This design comes from an exercise in tuning for small area, a short achievable clock period and few clock cycles on the open sky130 flow, not from production work. The RTL was checked by simulation tests, not by an equivalence proof against the original design.

## v27
==> flow/design.v <==
`timescale 1ns / 1ps
module EUCLIDs_GCD #(parameter N = 32)(
    input [N-1:0] a,
    input [N-1:0] b,
    input clk,
    input rst,
    input start,
    output [N-1:0] out,
    output reg done
);
    localparam W = N + 1;
    reg [N-1:0] u;
    reg [W-1:0] v;
    reg [4:0] k;
    reg run, fin;
    assign out = u;
    wire ue    = ~u[0];
    wire ve    = ~v[0];
    wire sv    = v[W-1];
    wire strip = ue & ve;            
    wire swp0  = ue & ~ve;           
    wire [W-1:1] x  = swp0 ? {N{1'b0}} : v[W-1:1];
    wire [W-1:1] ye = ve ? {N{1'b1}} : sv ? {1'b0, u[N-1:1]} : ~{1'b0, u[N-1:1]};
    wire [N-1:0] p = x ^ ye;         
    wire [N-1:0] g = x & ye;
    localparam L = 5;                
    wire [N-1:0] gl [0:L];
    wire [N-1:0] pl [0:L];
    assign gl[0] = g;
    assign pl[0] = p;
    genvar lv, i;
    generate for (lv = 0; lv < L; lv = lv + 1) begin : lvl
        for (i = 0; i < N; i = i + 1) begin : bt
            if ((i >> lv) & 1) begin : op
                assign gl[lv+1][i] = gl[lv][i] | (pl[lv][i] & gl[lv][((i >> lv) << lv) - 1]);
                assign pl[lv+1][i] = pl[lv][i] & pl[lv][((i >> lv) << lv) - 1];
            end else begin : pass
                assign gl[lv+1][i] = gl[lv][i];
                assign pl[lv+1][i] = pl[lv][i];
            end
        end
    end endgenerate
    wire [N-1:0] G = gl[L];
    wire [N-1:0] P = pl[L];
    wire [N-1:0] c = {G[N-2:0] | P[N-2:0], 1'b1};    
    wire [W-1:1] w = p ^ c;                          
    wire term = P[N-1] & ~swp0;
    wire swap = (w[W-1] ^ sv) | swp0;
    wire s1 = strip | ~p[0];
    wire s2 = ~s1 & ~p[1];
    wire s3 = ~s1 & p[1] & ~p[2];
    wire s4 = ~s1 & p[1] & p[2];
    wire [W-1:0] vn = ({W{s1}} & {{1{w[W-1]}}, w[W-1:1]}) | ({W{s2}} & {{2{w[W-1]}}, w[W-1:2]}) |
                      ({W{s3}} & {{3{w[W-1]}}, w[W-1:3]}) | ({W{s4}} & {{4{w[W-1]}}, w[W-1:4]});
    wire vn0 = strip ? ~p[0] : ~(p[0] & p[1] & p[2] & p[3]);
    wire [N-1:0] va = {v[N-1:1] ^ {(N-1){sv}}, 1'b1};
    wire fin_now = (run & term) | fin;
    wire k_low = (k[4:1] == 4'd0);
    always @(posedge clk or posedge rst) begin
        if (rst) begin
            run  <= 1'b0;
            fin  <= 1'b0;
            done <= 1'b0;
        end else begin
            done <= 1'b0;
            if (fin_now) begin
                run <= 1'b0;
                fin <= ~k_low;
                done <= k_low;
            end else if (!run) begin
                run <= start;
            end
        end
    end
    always @(posedge clk) begin
        v <= (run | fin) ? vn : {1'b0, b};
        if (fin_now) begin
            if (k != 5'd0) begin
                u <= {u[N-2:0], 1'b0};
                k <= k - 5'd1;
            end
        end else if (run) begin
            if (swap) begin
                u <= va;
            end else if (strip) begin
                u <= {1'b0, u[N-1:1]};
            end
            if (strip)
                k <= k + 5'd1;
        end else begin
            u <= a;
            k <= 5'd0;
        end
    end
endmodule
clock: 6.0 ns
lec_check: 0
cap_margin: 20
core_margin: 2
core_utilization: 40
setup_slack_margin: 2.5
slew_margin: 20
standard.sh (not shown) runs the stock make flow with config.mk's settings and CLKGATE_MAP_FILE= SYNTH_SCRIPT=/design/flow/synth_recipe.tcl, a recipe that flattens the netlist after the stock synthesis.
==> flow/flow/run.sh <==
#!/bin/bash
set -euo pipefail
export BUFFER_PORTS_ARGS="-buffer_cell sky130_fd_sc_hd__buf_1"
bash standard.sh finish > standard.log 2>&1
Testbench counts of v27, summed over its fixed seeds: cycles 40,805.
Edits applied to the flow inputs when going from v27 to v16:
Settings: putting CTS_BUF_LIST at sky130_fd_sc_hd__clkbuf_8 where nothing was set; putting CTS_CLUSTER_SIZE at 20 where nothing was set.
==> comparison <==
Diff v27 and v16: total number of vias higher in v16. Of v16 and v27, it is v16 that has the higher wire length after detailed routing. From v27 to v16 the numbers moved as follows: post-layout utilization of the core moved up; area added between synthesis and finish moved up; share of the clock period used by the worst path moved down; met3 layer usage reported by global route level; later-pin clock latency in the skew report moved up. Taking v27 as the reference point, the fraction of layout instances using a drive strength above 1 of v16 rises by 2.4 points.
Input-level comparison between v30 and v16:
Settings: SETUP_SLACK_MARGIN changed from 2.5 to 2.7; CORE_UTILIZATION changed from 40 to 60; CTS_BUF_LIST removed (was sky130_fd_sc_hd__clkbuf_8); CTS_CLUSTER_SIZE removed (was 20).
Findings:
- Between v30 and v16, it is v30 whose critical path depth is lower, by 1.
- As far as number of antenna repair diodes goes, v16 and v30 are indistinguishable; the numbers are identical.
- Compare v30 and v16 | post-synthesis to final-layout area growth lower: v16
- | remaining antenna violation count after routing | v16 vs v30 | ≈ equal |
- When the final numbers for v30 and v16 were put side by side, the aggregate routed wire length turned out to be greater in v30.

==> port drivers added, routing unchanged <==
In the flow no input, the clock included, has a driving cell. The finished layouts below were timed again as built, in two steps.
Step 1 assumes that a clkbuf_16 drives the clock port and a buf_2 every other input.
Step 2, shift: input delay + t, output delay - t, t = (earliest + latest rising clock arrival at the registers) / 2. This alone moves slack from input paths to output paths.
Slacks: ideal ports / drivers / drivers and shift; pairs: ideal ports / drivers.
| run | t (ns) | setup slack, ns | hold slack, ns | clock arrival spread, ns | worst register clock-pin slew, ns |
|---|---|---|---|---|---|
| v27 | 0.385 | 2.467 / 2.467 / 2.467 | 0.632 / 0.632 / 0.632 | 0.006 / 0.006 | 0.06 / 0.06 |
| v16 | 0.405 | 2.489 / 2.489 / 2.489 | 0.653 / 0.642 / 0.664 | 0.010 / 0.010 | 0.08 / 0.08 |
| v30 | 0.400 | 2.519 / 2.519 / 2.519 | 0.659 / 0.650 / 0.659 | 0.009 / 0.009 | 0.08 / 0.08 |
After both steps every run listed still meets setup and hold.
